Background: an optimization exercise with open tools, aiming at small area, a short achievable clock period and few clock cycles. Do not read the settings as production practice. Only simulation tests tie the RTL to the original design; equivalence was not proved. No activity file was given, so power comes from the tool's default toggle rates.

## flow/design.v (module list and top-level ports; edited modules follow where they fit)
// module ks_in: 4 lines
// module cmp_gtn: 3 lines
// module ks_in0: 3 lines
// module ks_np: 4 lines
// module ks_np_g: 3 lines
// module ks_pn: 4 lines
// module ks_pn_g: 3 lines
// module ks_inv: 3 lines
// module ks_xor: 3 lines
// module ks_xnor: 3 lines
// module add64: 628 lines
// module cmp64: 232 lines
// module br_mp: 3 lines
// module CPU: 156 lines
// module rf_read: 7 lines
module CPU(
	input logic clk,
	input logic reset,
	output logic [63:0] imem_addr,
	input logic [31:0] imem_rdata,
	output logic [63:0] dmem_addr,
	output logic [63:0] dmem_wdata,
	output logic dmem_we,
	output logic dmem_re,
	input logic [63:0] dmem_rdata
);
  // ...
==> flow/run.sh <==
#!/bin/bash
# synth_recipe.tcl (not shown) runs the flow's synth.tcl, then flattens the netlist and writes it again
# the make line also repeats each setting of config.mk as NAME=value (left out here)
make -C /OpenROAD-flow-scripts/flow DESIGN_CONFIG=/design/flow/config.mk WORK_HOME=/design/flow/orfs CLKGATE_MAP_FILE= SYNTH_SCRIPT=/design/flow/synth_recipe.tcl finish
==> flow/config.mk <==
export PLATFORM = sky130hd
export DESIGN_NAME = CPU
export DESIGN_NICKNAME = CPU
export VERILOG_FILES = /design/flow/design.v
export SDC_FILE = /design/flow/constraint.sdc
export NUM_CORES = 4
export LEC_CHECK = 0
export CAP_MARGIN = 20
export CELL_PAD_IN_SITES_DETAIL_PLACEMENT = 1
export CELL_PAD_IN_SITES_GLOBAL_PLACEMENT = 1
export CORE_MARGIN = 2
export CORE_UTILIZATION = 45
export CTS_BUF_LIST = sky130_fd_sc_hd__clkbuf_8
export SETUP_SLACK_MARGIN = 3.3
export SLEW_MARGIN = 20
export SYNTH_HIERARCHICAL = 1
export SYNTH_MINIMUM_KEEP_SIZE = 0
==> flow/constraint.sdc <==
create_clock -name core_clock -period 7.0 [get_ports {clk}]
set_input_delay 1.4000 -clock core_clock [delete_from_list [all_inputs] [get_ports {clk}]]
set_output_delay 1.4000 -clock core_clock [all_outputs]
set_load 0.01 [all_outputs]
==> impl_metrics.yaml, run 1 <==
status:
  status: "timing/DRC/antenna clean"
worst_setup_path:
  crit-reg2reg-launch: "x_fa_alu"
  worst_setup_path_startpoint: "imem_rdata[22]"
  critPathCapture: "x_b[34]"
  timing.rr.end: "x_f_eq"
  critPathRequiredTime_ns: 7.99
  critical_path_depth: 8
  critical_path_top_delay_cell: "sky130_fd_sc_hd__nor2_4"
  worstPathCellList: "clkdlybuf4s15_1 > or3_1 > nor2_4 > buf_12 > a22oi_1 > nand4_1 > or4_1 > mux2_4"
floorplan:
  die_area_um2: 233000
  floorplan.die.width_um: 483
pwr:
  power.static_leakage_nw: 41.7
  power.share.sequential_pct: 46.7
  switchingPower_mw: 12.3
  post-layout-total-power_mw: 38.4
sta:
  postLayoutSetupSlackWorst_ns: 3.14
  finalClockSkew_ns: 0.0983
  rsz0062_at_grt: "true"
  period_minus_slack_ns: 3.86
place:
  port-buffer-count: 235
  place_inst: 10764
clocking:
  cts_tree: "yes"
  clk_path_buf_depth: 4
  cts_root_buf: "sky130_fd_sc_hd__clkbuf_8"
grt:
  top_usage_layer: "met2"
  grt_first_pass_wirelength_mm: 685
  antenna_found_initial: 36
cells_and_area:
  antenna_cells: 34
  non_clock_buffer_count: 658
  layout.cells.most_common: "sky130_fd_sc_hd__edfxtp_1"
  number_of_flip_flops_in_the_largest_register: 1984
  combined_area_of_the_multi_input_logic_cells_um2: 37600
  stdcell_count: 11700
  clock_tree_area_fraction_pct: 6.27
  multi_input_logic_portion_of_the_cell_area_pct: 30.7
drt:
  post_drt_via_cell_ratio: 7.32
  remaining_drc_errors: 0
  route.top_layer_used: "met5"
  met2WireLength_mm: 219
yosys:
  synth_top_cells_by_area: "sky130_fd_sc_hd__edfxtp_1 58%, sky130_fd_sc_hd__a22oi_1 12%, sky130_fd_sc_hd__dfxtp_1 6.2%"
  synth-compound-area-share_pct: 20.2
  yosysUniqueCellTypes: 63
  synth_edf_count: 1985
  yosys.area_share.simple_pct: 7.29
hold_path:
  worst_hold_path_type: "reg2reg"
Testbench counts, summed over its fixed seeds: cycles 30,837.
==> run 2, diff against run 1 <==
--- a/flow/config.mk
+++ b/flow/config.mk
@@ -9,7 +9,7 @@
 export CELL_PAD_IN_SITES_DETAIL_PLACEMENT = 1
 export CELL_PAD_IN_SITES_GLOBAL_PLACEMENT = 1
 export CORE_MARGIN = 2
-export CORE_UTILIZATION = 45
+export CORE_UTILIZATION = 55
 export CTS_BUF_LIST = sky130_fd_sc_hd__clkbuf_8
 export SETUP_SLACK_MARGIN = 3.3
 export SLEW_MARGIN = 20
==> run 2 against run 1 <==
Compared with the run above:
- final cell count down 4.8%
- count of clock-buffer cells in the layout down 29
- global-route usage up 7.4 points
- die area down 18%
- power down 1.9%
- clock power down 4%
- cell area down 1.0%
- critical path type unchanged
==> impl_metrics.yaml, run 2 <==
clocking:
  h-tree-depth: 5
  cts_root_buf: "sky130_fd_sc_hd__clkbuf_8"
  clk_path_buf_depth: 4
  cts.sink_count: 2303
  post_cts_hold_buffer_count: 0
  numCtsBuffers: 386
  cts_tree: "yes"
  clock_pin_slew_worst_setup_and_hold_paths_ns: 0.07
  clk-insertion-delay-late_ns: 1.17
yosys:
  yosysUniqueCellTypes: 63
  synthesis.area_per_instance_um2: 13.9
  synth-seq-cells: 2303
  count_leader_synth: "sky130_fd_sc_hd__edfxtp_1"
  synth_edf_count: 1985
  ys_seq_area_share_pct: 64.0
  ys.warnings.count: 7
  yosysTopAreaCell: "sky130_fd_sc_hd__edfxtp_1"
  syn_area_um2: 103000
  post-synth-top-area-fraction_pct: 57.8
  synth_common_cells: "1985 x sky130_fd_sc_hd__edfxtp_1, 1600 x sky130_fd_sc_hd__a22oi_1, 354 x sky130_fd_sc_hd__nor2_1"
  synth_top_cells_by_area: "sky130_fd_sc_hd__edfxtp_1 58%, sky130_fd_sc_hd__a22oi_1 12%, sky130_fd_sc_hd__dfxtp_1 6.2%"
  synth_top_flop_cell: "sky130_fd_sc_hd__edfxtp_1"
  synth-async-reset-ratio_pct: 0
  number_of_instances_in_the_synthesized_netlist: 7398
sta:
  portion_of_the_clock_cycle_consumed_by_the_worst_path_in_the_final_layout_pct: 55.0
  postLayoutSetupSlackWorst_ns: 3.15
  rsz0062_at_grt: "true"
  slew_viol_final: 0
  tightest_slew_ns: 1.31
  final_hold_viol_count: 0
  slew_headroom_pct: 12.8
  setup_viol: 0
  max_freq_ghz: 0.260
  period_minus_slack_ns: 3.85
  fin_setup_tns_ns: 0
  finalClockSkew_ns: 0.102
floorplan:
  core.rowCount: 158
  fp.coreArea_um2: 186000
  die_y_um: 437
  floorplan.die.width_um: 437
  die_area_um2: 191000
  io_pins: 292
  initial_utilization_pct: 55.5
hold_path:
  worst_hold_path_type: "reg2reg"
drt:
  post_drt_via_cell_ratio: 7.87
  drtAntennaViolNets: 0
  met3_wirelength_mm: 83.0
  wl_met1_mm: 162
  initialDrtViolationCount: 17109
  remaining_drc_errors: 0
  route.top_layer_used: "met5"
  wire_per_inst_um: 44.7
  postRouteWirelength_mm: 497
  met2WireLength_mm: 209
  dr_total_vias: 87623
  drt_pre_antenna_iters: 14
grt:
  global_route.usage.total_pct: 50.4
  number_of_global_route_vias_before_repair: 87010
  grt_start_max_net_pins: 65
  grt_overflow: 0
  grt_first_pass_wirelength_mm: 669
  antenna_found_initial: 42
place:
  dp_slack_ns: 1.16
  finalWeightedCongestion: 1.03
  detailed_placer_s_ending_hpwl_mm: 286
  port-buffer-count: 235
cells_and_area:
  nNetsFinal: 8440
  layout_common_cells: "1985 x sky130_fd_sc_hd__edfxtp_1, 1600 x sky130_fd_sc_hd__a22oi_1, 422 x sky130_fd_sc_hd__clkbuf_8"
  layout-area-overhead-vs-synth_pct: 17.8
  largest-register: "rf"
  number_of_flip_flops_in_the_largest_register: 1984
  n_fill_cell: 17407
  layout.cells.most_common: "sky130_fd_sc_hd__edfxtp_1"
  final_layout_size_suffix_gt1_share_pct: 22.3
worst_setup_path:
  critical-path-top-delay-family: "simple AND/OR/NAND/NOR gates"
  timing_worst_setup_path_type: "in2reg"
  crit_path_end_kind: "flip-flop"
  cp.buffers_inverters: 3
  worstSetupStartpointType: "primary input"
  worstPathCellList: "clkdlybuf4s50_1 > buf_6 > nand2_1 > nor2_4 > buf_4 > a22oi_1 > nand4_1 > or4_1 > mux2_4"
  critPathMaxStageDelay_ns: 0.83
  critical_path_top_delay_cell: "sky130_fd_sc_hd__nor2_4"
  worst_ep_arrival_time_ns: 4.94
  critPathMaxFanout: 22
  r2r_slack_ns: 3.17
  critPathRequiredTime_ns: 8.09
pwr:
  power.static_leakage_nw: 41.6
  power.density_cell_area_nw_per_um2: 310
  peakVddDrop_uv: 224
status:
  status: "timing/DRC/antenna clean"
run:
  drv.max_cap_violation_count: 0
run 2: final cells by class:
| class | instances | area, um2 | share of cell area [%] |
|---|---|---|---|
| Clock inverter | 264 | 1380 | 1.13 |
| Multi-Input combinational cell | 4751 | 37300 | 30.7 |
| Tap cell | 2480 | 3100 | 2.55 |
| Antenna cell | 27 | 67.6 | 0.0556 |
| Timing Repair Buffer | 668 | 6970 | 5.74 |
| Sequential cell | 2303 | 66000 | 54.4 |
| Inverter | 220 | 826 | 0.680 |
| Clock buffer | 422 | 5810 | 4.78 |
run 2: worst reg2reg max path, stage by stage (launching register included):
cell                       delay [ns]
sky130_fd_sc_hd__dfxtp_4         0.38
sky130_fd_sc_hd__buf_12          0.14
sky130_fd_sc_hd__buf_16          0.16
sky130_fd_sc_hd__buf_12          0.17
sky130_fd_sc_hd__a222oi_1        0.51
sky130_fd_sc_hd__buf_4           0.28
sky130_fd_sc_hd__xor2_2          0.10
sky130_fd_sc_hd__nor2_2          0.15
sky130_fd_sc_hd__nand2_1         0.11
sky130_fd_sc_hd__nor2_1          0.12
sky130_fd_sc_hd__nand2_1         0.12
sky130_fd_sc_hd__nor2_4          0.17
sky130_fd_sc_hd__nand2_4         0.10
sky130_fd_sc_hd__nand3_2         0.11
sky130_fd_sc_hd__o221ai_4        0.10
sky130_fd_sc_hd__or2_4           0.32
sky130_fd_sc_hd__or3_4           0.36
sky130_fd_sc_hd__nor2_2          0.13
sky130_fd_sc_hd__o211a_1         0.21
run 2: what timing repair did:
action,4_1_cts,5_1_grt
endpoints found under the setup margin,223,162
pin swaps,61,75
cloned,1,5
buffers inserted,129,69
resized for setup,109,271
run 2: per-stage QoR:
stage               hold slack [ns]  cells  instance area (um2)  util (%)  total power [mW]
CTS                           0.453  11029               120000      64.4              36.9
global route                  0.475  11111               121000      65.3              38.5
finish                        0.455  11135               121000      65.4              37.7
global placement              0.433  10209               111000      59.6              25.2
detailed placement            0.439  10213               111000      59.7              25.4
floorplan                     0.406   7450               104000         -              22.1
run 2: per-module statistics from Yosys (local to each module, per instance), a selection:
module   cells inside  times used  cell area (um2)  flip-flops and latches
rf_read            20         128              154                       0
ks_xnor             1          42             8.76                       0
ks_in               2          62             7.51                       0
ks_np_g             1          21             5.00                       0
ks_np               2         189             12.5                       0
ks_inv              1          16             3.75                       0
cmp_gtn             1          64             6.26                       0
ks_xor              1         150             8.76                       0
br_mp               4           1             27.5                       0
ks_pn_g             1          41             8.76                       0
ks_pn               2         127             12.5                       0
run 2: cells by family after synthesis:
family | share of synthesized area, %
adders and majority gates | 0.774
buffers and inverters | 1.77
other | 0.00364
AOI/OAI and AO/OA | 20.2
and+or+nand+nor | 7.29
DFF | 64.0
muxes | 3.44
xor gates and xnor gates | 2.51
run 2: where the power goes:
| group | switching (mW) | internal [mW] |
|---|---|---|
| Combinational | 5.58 | 2.49 |
| Clock | 5.71 | 5.92 |
| Sequential | 0.785 | 17.2 |
run 2: worst paths after layout:
path | start | end | depth (start not counted)
min | x_alt[10] | pc[10] | 2
max reg2reg | x_fa_alu | x_f_eq | 18
max | imem_rdata[19] | x_a[38] | 9
min reg2reg | x_alt[10] | pc[10] | 2
run 2: metal layers:
metal  global-route usage, %  up-vias
met5                    1.06        -
met4                    36.3       36
met3                    21.2     2626
met2                    71.9     8996
met1                    61.2    43293
li1                        -    32672
==> module CPU, before the edit <==
module CPU(
	input logic clk,
	input logic reset,
	output logic [63:0] imem_addr,
	input logic [31:0] imem_rdata,
	output logic [63:0] dmem_addr,
	output logic [63:0] dmem_wdata,
	output logic dmem_we,
	output logic dmem_re,
	input logic [63:0] dmem_rdata
);
  logic [11:1] pc;
  logic        x_kill;
  logic [4:0]  x_rd;       
  logic        x_ld, x_st;
  logic [63:0] x_a, x_b;
  logic [11:0] x_imm;
  logic        x_useimm, x_sub, x_logic, x_and;
  logic        x_f_gt, x_f_eq, x_f_lt;
  logic [11:1] x_alt;      
  logic        x_fa_ld, x_fa_alu, x_fa_rf, x_fb_ld, x_fb_alu, x_fb_rf;
  logic [63:0] m_res, m_wd;
  logic [4:0]  m_rd;
  logic        m_we, m_re;
  logic        m_ldw;      
  logic [63:0] m_val;
  logic [63:0] rf [1:31];
  logic mp;
  logic [31:0] i;
  logic [2:0]  f3;
  logic        f_same, f_pt;
  logic [11:1] f_tgt, pc_inc;
  logic        is_ld, is_st, is_r, is_ai, is_br, wr;
  logic [4:0]  rs1, rs2, rd;
  logic [63:0] r1, r2;
  assign i = imem_rdata;
  assign imem_addr = {52'd0, pc, 1'b0};
  assign f3 = i[14:12];
  assign rs1 = i[19:15];
  assign rs2 = i[24:20];
  assign f_same = (rs1 == rs2);
  assign f_pt = is_br & (f_same ? (f3 == 3'b000) : (i[31] | (f3 == 3'b001)));
  assign f_tgt = pc + {i[7], i[30:25], i[11:8]};
  assign pc_inc = pc + 11'd2;
  logic [11:1] pc_norm, pc_alt;
  assign pc_norm = reset ? 11'd0 : f_pt ? f_tgt : pc_inc;
  assign pc_alt = reset ? 11'd0 : x_alt;
  always_ff @(posedge clk)
    pc <= mp ? pc_alt : pc_norm;
  assign is_ld = i[0] & ~i[6] & ~i[5] & ~i[4];
  assign is_st = i[0] & ~i[6] &  i[5] & ~i[4];
  assign is_r  = i[0] & ~i[6] &  i[5] &  i[4];
  assign is_ai = i[0] & ~i[6] & ~i[5] &  i[4];
  assign is_br = i[0] &  i[6];
  assign wr = is_ld | is_r | is_ai;
  assign rd = wr ? i[11:7] : 5'd0;
  logic [31:1] sel1, sel2;
  logic [63:0] q1, q2;
  always_comb begin
    for (int k = 1; k < 32; k++) begin
      sel1[k] = (rs1 == 5'(k));
      sel2[k] = (rs2 == 5'(k));
    end
  end
  for (genvar n = 0; n < 64; n++) begin : g_rd
    logic [31:1] col;
    for (genvar k = 1; k < 32; k++) begin : g_col
      assign col[k] = rf[k][n];
    end
    rf_read u_r1 (.d(col), .sel(sel1), .y(q1[n]));
    rf_read u_r2 (.d(col), .sel(sel2), .y(q2[n]));
  end
  assign r1 = (m_rd == rs1 && m_rd != 5'd0) ? m_val : q1;
  assign r2 = (m_rd == rs2 && m_rd != 5'd0) ? m_val : q2;
  logic xw, fa_hit, fb_hit;
  assign xw = !x_kill && (x_rd != 5'd0);
  assign fa_hit = xw && (x_rd == rs1);
  assign fb_hit = xw && (x_rd == rs2);
  always_ff @(posedge clk)
    x_kill <= reset || mp;
  logic m_eq, m_ne, m_lt, m_ge, m_gt, m_le;
  assign m_eq = is_br & (f3 == 3'b000 ? !f_pt : f3 == 3'b001 ?  f_pt : 1'b0);
  assign m_ne = is_br & (f3 == 3'b000 ?  f_pt : f3 == 3'b001 ? !f_pt : 1'b0);
  assign m_lt = is_br & (f3 == 3'b100) & !f_pt;
  assign m_ge = is_br & (f3 == 3'b100) &  f_pt;
  assign m_gt = is_br & (f3 == 3'b101) & !f_pt;
  assign m_le = is_br & (f3 == 3'b101) &  f_pt;
  logic f_gt, f_eq, f_lt;
  assign f_gt = !reset & (m_ne | m_ge | m_gt);
  assign f_eq = !reset & (m_eq | m_ge | m_le);
  assign f_lt = !reset & (m_ne | m_lt | m_le);
  always_ff @(posedge clk) begin
    x_f_gt <= f_gt & !mp;
    x_f_eq <= f_eq & !mp;
    x_f_lt <= f_lt & !mp;
  end
  always_ff @(posedge clk) begin
    x_rd <= rd;
    x_ld <= is_ld;
    x_st <= is_st;
  end
  always_ff @(posedge clk) begin
    x_a <= r1;
    x_b <= r2;
    x_imm <= is_st ? {i[31:25], i[11:7]} : i[31:20];
    x_useimm <= is_ld | is_st | is_ai;
    x_sub <= is_r & i[30] & ~i[13];
    x_logic <= is_r & i[13];
    x_and <= i[12];
    x_alt <= f_pt ? pc_inc : f_tgt;
    x_fa_ld <= fa_hit && x_ld;
    x_fa_alu <= fa_hit && !x_ld;
    x_fa_rf <= !fa_hit;
    x_fb_ld <= fb_hit && x_ld;
    x_fb_alu <= fb_hit && !x_ld;
    x_fb_rf <= !fb_hit;
  end
  logic [63:0] a, b, bi, res;
  logic [63:0] s;
  logic [63:0] an, bn;
  assign an = ~(({64{x_fa_ld}} & dmem_rdata) | ({64{x_fa_alu}} & m_res) | ({64{x_fa_rf}} & x_a));
  assign bn = ~(({64{x_fb_ld}} & dmem_rdata) | ({64{x_fb_alu}} & m_res) | ({64{x_fb_rf}} & x_b));
  assign a = ~an;
  assign b = ~bn;
  assign bi = x_useimm ? {{52{x_imm[11]}}, x_imm} : b;
  add64 u_add (.a(a), .b(bi ^ {64{x_sub}}), .ci(x_sub), .s(s));
  logic        gtn, eqn;
  cmp64 u_cmp (.an(an), .bn(bn), .gtn(gtn), .eqn(eqn));
  br_mp u_mp (.gtn(gtn), .eqn(eqn), .fgt(x_f_gt), .feq(x_f_eq), .flt(x_f_lt), .mp(mp));
  assign res = x_logic ? (x_and ? (a & bi) : (a | bi)) : s[63:0];
  always_ff @(posedge clk) begin
    if (reset || x_kill) begin
      m_rd <= 5'd0;
      m_we <= 1'b0;
      m_re <= 1'b0;
      m_ldw <= 1'b0;
    end else begin
      m_rd <= x_rd;
      m_we <= x_st;
      m_re <= x_ld;
      m_ldw <= x_ld && (x_rd != 5'd0);
    end
  end
  always_ff @(posedge clk) begin
    m_res <= res;
    m_wd <= b;
  end
  assign dmem_addr = m_res;
  assign dmem_wdata = m_wd;
  assign dmem_we = m_we;
  assign dmem_re = m_re;
  assign m_val = m_ldw ? dmem_rdata : m_res;
  always_ff @(posedge clk)
    if (m_rd != 5'd0)
      rf[m_rd] <= m_val;
endmodule
==> module rf_read, before the edit <==
module rf_read (
  input  logic [31:1] d,
  input  logic [31:1] sel,
  output logic        y
);
  assign y = |(d & sel);
endmodule
==> run 3, diff against run 2 <==
--- a/flow/design.v
+++ b/flow/design.v
@@ -941,8 +941,12 @@
   logic [11:1] pc_norm, pc_alt;
   assign pc_norm = reset ? 11'd0 : f_pt ? f_tgt : pc_inc;
   assign pc_alt = reset ? 11'd0 : x_alt;
+  logic [11:1] pc_d;
+  for (genvar n = 1; n < 12; n++) begin : g_pc
+    sel2 u_pc (.s(mp), .d0(pc_norm[n]), .d1(pc_alt[n]), .y(pc_d[n]));
+  end
   always_ff @(posedge clk)
-    pc <= mp ? pc_alt : pc_norm;
+    pc <= pc_d;
   assign is_ld = i[0] & ~i[6] & ~i[5] & ~i[4];
   assign is_st = i[0] & ~i[6] &  i[5] & ~i[4];
   assign is_r  = i[0] & ~i[6] &  i[5] &  i[4];
@@ -951,7 +955,7 @@
   assign wr = is_ld | is_r | is_ai;
   assign rd = wr ? i[11:7] : 5'd0;
   logic [31:1] sel1, sel2;
-  logic [63:0] q1, q2;
+  logic [63:0] q1n, q2n;
   always_comb begin
     for (int k = 1; k < 32; k++) begin
       sel1[k] = (rs1 == 5'(k));
@@ -963,11 +967,11 @@
     for (genvar k = 1; k < 32; k++) begin : g_col
       assign col[k] = rf[k][n];
     end
-    rf_read u_r1 (.d(col), .sel(sel1), .y(q1[n]));
-    rf_read u_r2 (.d(col), .sel(sel2), .y(q2[n]));
+    rf_read u_r1 (.d(col), .sel(sel1), .yn(q1n[n]));
+    rf_read u_r2 (.d(col), .sel(sel2), .yn(q2n[n]));
   end
-  assign r1 = (m_rd == rs1 && m_rd != 5'd0) ? m_val : q1;
-  assign r2 = (m_rd == rs2 && m_rd != 5'd0) ? m_val : q2;
+  assign r1 = (m_rd == rs1 && m_rd != 5'd0) ? m_val : ~q1n;
+  assign r2 = (m_rd == rs2 && m_rd != 5'd0) ? m_val : ~q2n;
   logic xw, fa_hit, fb_hit;
   assign xw = !x_kill && (x_rd != 5'd0);
   assign fa_hit = xw && (x_rd == rs1);
@@ -1053,7 +1057,15 @@
 module rf_read (
   input  logic [31:1] d,
   input  logic [31:1] sel,
-  output logic        y
+  output logic        yn
+);
+  assign yn = ~|(d & sel);
+endmodule
+module sel2 (
+  input  logic s,
+  input  logic d0,
+  input  logic d1,
+  output logic y
 );
-  assign y = |(d & sel);
+  assign y = s ? d1 : d0;
 endmodule
--- a/flow/config.mk
+++ b/flow/config.mk
@@ -9,7 +9,7 @@
 export CELL_PAD_IN_SITES_DETAIL_PLACEMENT = 1
 export CELL_PAD_IN_SITES_GLOBAL_PLACEMENT = 1
 export CORE_MARGIN = 2
-export CORE_UTILIZATION = 55
+export CORE_UTILIZATION = 50
 export CTS_BUF_LIST = sky130_fd_sc_hd__clkbuf_8
 export SETUP_SLACK_MARGIN = 3.3
 export SLEW_MARGIN = 20
==> run 3 against run 2 <==
Compared with the run above:
- fmax down 1.5%
- still clean
- first-iteration DRC count down 18%
- critical path depth unchanged
- sequential share of layout area down 1.5 points
- sequential power about the same
- synthesized cell count down 0.77%
- count of clock-buffer cells in the layout up 43
- combinational power up 6.0%
- wire length up 2.9%
- hold slack worse by 0.018 ns
- area after synthesis up 1.8%
- core utilization down 5.6 points
==> impl_metrics.yaml, run 3 <==
status:
  status: "timing/DRC/antenna clean"
place:
  port-buffer-count: 235
  place_inst: 10602
  detailed_placer_s_ending_hpwl_mm: 315
  finalWeightedCongestion: 0.956
  dp_slack_ns: 0.714
yosys:
  ys.warnings.count: 7
  count_leader_synth: "sky130_fd_sc_hd__edfxtp_1"
  synth_top_cells_by_area: "sky130_fd_sc_hd__edfxtp_1 57%, sky130_fd_sc_hd__a22oi_1 7.8%, sky130_fd_sc_hd__dfxtp_1 6.1%"
  synth_edf_count: 1984
  synth_common_cells: "1984 x sky130_fd_sc_hd__edfxtp_1, 1088 x sky130_fd_sc_hd__a22oi_1, 388 x sky130_fd_sc_hd__nand4_1"
  synthesis.area_per_instance_um2: 14.3
  number_of_instances_in_the_synthesized_netlist: 7341
  yosysTopAreaCell: "sky130_fd_sc_hd__edfxtp_1"
  ys_seq_area_share_pct: 62.8
  synth_top_flop_cell: "sky130_fd_sc_hd__edfxtp_1"
  syn_area_um2: 105000
  post-synth-top-area-fraction_pct: 56.7
  yosysUniqueCellTypes: 60
  synth-async-reset-ratio_pct: 0
  synth-seq-cells: 2303
sta:
  period_minus_slack_ns: 3.91
  tightest_slew_ns: 1.32
  setup_viol: 0
  fin_setup_tns_ns: 0
  rsz0062_at_grt: "true"
  final_hold_viol_count: 0
  postLayoutSetupSlackWorst_ns: 3.09
  max_freq_ghz: 0.256
  finalClockSkew_ns: 0.0961
  slew_headroom_pct: 11.7
  slew_viol_final: 0
  portion_of_the_clock_cycle_consumed_by_the_worst_path_in_the_final_layout_pct: 55.8
floorplan:
  initial_utilization_pct: 50.2
  fp.coreArea_um2: 209000
  die_y_um: 462
  io_pins: 292
  die_area_um2: 214000
  core.rowCount: 168
  floorplan.die.width_um: 462
worst_setup_path:
  critPathMaxStageDelay_ns: 1.10
  critical-path-top-delay-family: "simple AND/OR/NAND/NOR gates"
  critical_path_top_delay_cell: "sky130_fd_sc_hd__nor2_4"
  worst_ep_arrival_time_ns: 4.90
  worstSetupStartpointType: "primary input"
  cp.buffers_inverters: 3
  critPathRequiredTime_ns: 8.00
  timing_worst_setup_path_type: "in2reg"
  crit_path_end_kind: "flip-flop"
  worstPathCellList: "clkdlybuf4s15_1 > buf_6 > nand3b_1 > nor2_4 > buf_12 > a22oi_1 > nand4_1 > nor3_2 > mux2i_1"
  critPathMaxFanout: 28
grt:
  antenna_found_initial: 27
  global_route.usage.total_pct: 46.9
  grt_first_pass_wirelength_mm: 684
  grt_overflow: 0
  number_of_global_route_vias_before_repair: 84850
  grt_start_max_net_pins: 65
clocking:
  cts.sink_count: 2303
  clk-insertion-delay-late_ns: 1.16
  post_cts_hold_buffer_count: 0
  cts_root_buf: "sky130_fd_sc_hd__clkbuf_8"
  numCtsBuffers: 405
  clock_pin_slew_worst_setup_and_hold_paths_ns: 0.06
  clk_path_buf_depth: 4
  cts_tree: "yes"
  h-tree-depth: 5
pwr:
  cell_internal_pwr_mw: 26.0
  power.share.combinational_pct: 22.0
  netSwitchingFraction_pct: 33.0
  switchingPower_mw: 12.8
  clock_power_share_pct: 31.2
  power.density_cell_area_nw_per_um2: 311
  post-layout-total-power_mw: 38.8
  peakVddDrop_uv: 237
  power.share.sequential_pct: 46.8
  power.static_leakage_nw: 42.8
hold_path:
  worst_hold_path_type: "reg2reg"
cells_and_area:
  register_area_um2: 66100
  stdcell_count: 11525
  layout-area-overhead-vs-synth_pct: 19.0
  combined_area_of_the_multi_input_logic_cells_um2: 39100
  final_layout_size_suffix_gt1_share_pct: 26.7
  number_of_flip_flops_in_the_largest_register: 1984
  final_core_utilization_pct: 59.7
  layout.cells.most_common: "sky130_fd_sc_hd__edfxtp_1"
  layout_common_cells: "1984 x sky130_fd_sc_hd__edfxtp_1, 1088 x sky130_fd_sc_hd__a22oi_1, 465 x sky130_fd_sc_hd__clkbuf_8"
  n_fill_cell: 19790
  largest-register: "rf"
  nNetsFinal: 8500
drt:
  drt_pre_antenna_iters: 9
  dr_total_vias: 85779
  remaining_drc_errors: 0
  initialDrtViolationCount: 14022
  wire_per_inst_um: 44.4
  post_drt_via_cell_ratio: 7.44
  postRouteWirelength_mm: 512
  drtAntennaViolNets: 0
run:
  drv.max_cap_violation_count: 0
[run 3: cell count changes after synthesis, sizes merged, moves of 129 or more]
cell	previous run	this run
mux2i	86	280
mux2	199	22
a221oi	128	384
a22oi	1600	1088
nand3	266	13
a22o	128	384
or4	132	3
[run 3: power by group through the flow]
stage	sequential, mW	clock (mW)	combinational (mW)
6_report	18.2	12.1	8.54
5_1_grt	18.1	12.7	8.95
4_1_cts	18.1	12.1	8.08
3_5_place_dp	18.3	0	7.76
3_3_place_gp	18.3	0	7.56
2_1_floorplan	17.8	0	4.29
[run 3: area by class of cell]
type,count,area share (%)
clock buffers,465,5.12
well taps,2805,2.81
flip-flops and latches,2303,52.9
repair buffers,764,6.00
multi-input cells,4633,31.3
clock inverters,260,1.00
inverters,283,0.853
diodes,12,0.0240
[run 3: Yosys stat by module (local to each module, per instance), excerpt]
module | cell area (um2) | copies in the design | cells inside | flops+latches
CPU | 76000 | 1 | 3802 | 2303
br_mp | 27.5 | 1 | 4 | 0
ks_in | 7.51 | 62 | 2 | 0
ks_in0 | 12.5 | 1 | 2 | 0
ks_inv | 3.75 | 16 | 1 | 0
ks_pn | 12.5 | 127 | 2 | 0
ks_pn_g | 8.76 | 41 | 1 | 0
[run 3: cells by family after synthesis]
| group | Yosys count | synth area share, % |
|---|---|---|
| AO/OA/AOI/OAI | 2513 | 21.8 |
| XOR/XNOR | 299 | 2.51 |
| adder cells (fa/ha/maj) | 76 | 0.760 |
| buffers and inverters | 460 | 2.09 |
| flip-flops | 2303 | 62.8 |
| multiplexers | 302 | 2.94 |
| other | 1 | 0.00357 |
| AND/OR/NAND/NOR | 1387 | 7.05 |
[run 3: final timing paths]
kind	endpoint	depth (start not counted)	slack, ns	from
worst max register to register	m_res[39]	16	3.22	x_fb_alu
worst max-delay path	x_b[28]	9	3.09	imem_rdata[24]
worst min register to register	m_we	1	0.44	x_st
worst min-delay path	m_we	1	0.44	x_st
[run 3: stage by stage]
stage / cell area, um2 / hold slack (ns)
5_1_grt: 125000 / 0.455
3_5_place_dp: 114000 / 0.417
2_1_floorplan: 106000 / 0.406
4_1_cts: 124000 / 0.441
6_report: 125000 / 0.436
3_3_place_gp: 114000 / 0.416
[run 3: repair_timing]
item / CTS / global route
resized for setup: 267 / 189
gates cloned: 4 / 0
pin swaps: 74 / 38
setup endpoints to repair: 257 / 164
endpoints found under the hold margin: 0 / 0
buffers inserted: 139 / 42
[run 3: per-layer routing]
metal  part of all wire (%)  up-vias  track usage [%]  routed length [um]
met5                  0.085        -            0.339                 433
met4                    8.5       30             32.3               43500
met3                     14     2244             16.7               73100
met2                     43     7445             69.5              220000
met1                     34    43252             57.2              175000
li1                       -    32808                -                   -
Testbench counts of run 3, summed over its fixed seeds: cycles 30,837.

-- separate check: timing with driven ports --
Ports are ideal in the flow. The routed layouts listed here were re-timed in OpenROAD.
Step 1 assumes that a clkbuf_16 drives the clock port and a buf_2 every other input.
Step 2 times the ports against the registers' clock, not the clock port: input delays grow and output delays shrink by t, the midpoint of the rising clock arrivals with the driver on.
Slacks: ideal ports / drivers / drivers and shift; pairs: ideal ports / drivers.
run	t, ns	setup slack, ns	hold WS [ns]	slew at the worst register clock pin (ns)	pins driven straight from the clock port
run 1	1.188	3.138 / 3.163 / 2.008	0.448 / 0.448 / 0.448	0.08 / 0.08	1
run 2	1.213	3.149 / 3.154 / 1.983	0.455 / 0.455 / 0.455	0.08 / 0.08	1
run 3	1.215	3.092 / 3.157 / 1.943	0.436 / 0.436 / 0.436	0.07 / 0.07	1
After both steps every run listed still meets setup and hold. For run 2, which loses most, drivers alone change the setup slack by +0.005 ns; drivers and shift together by -1.166 ns.
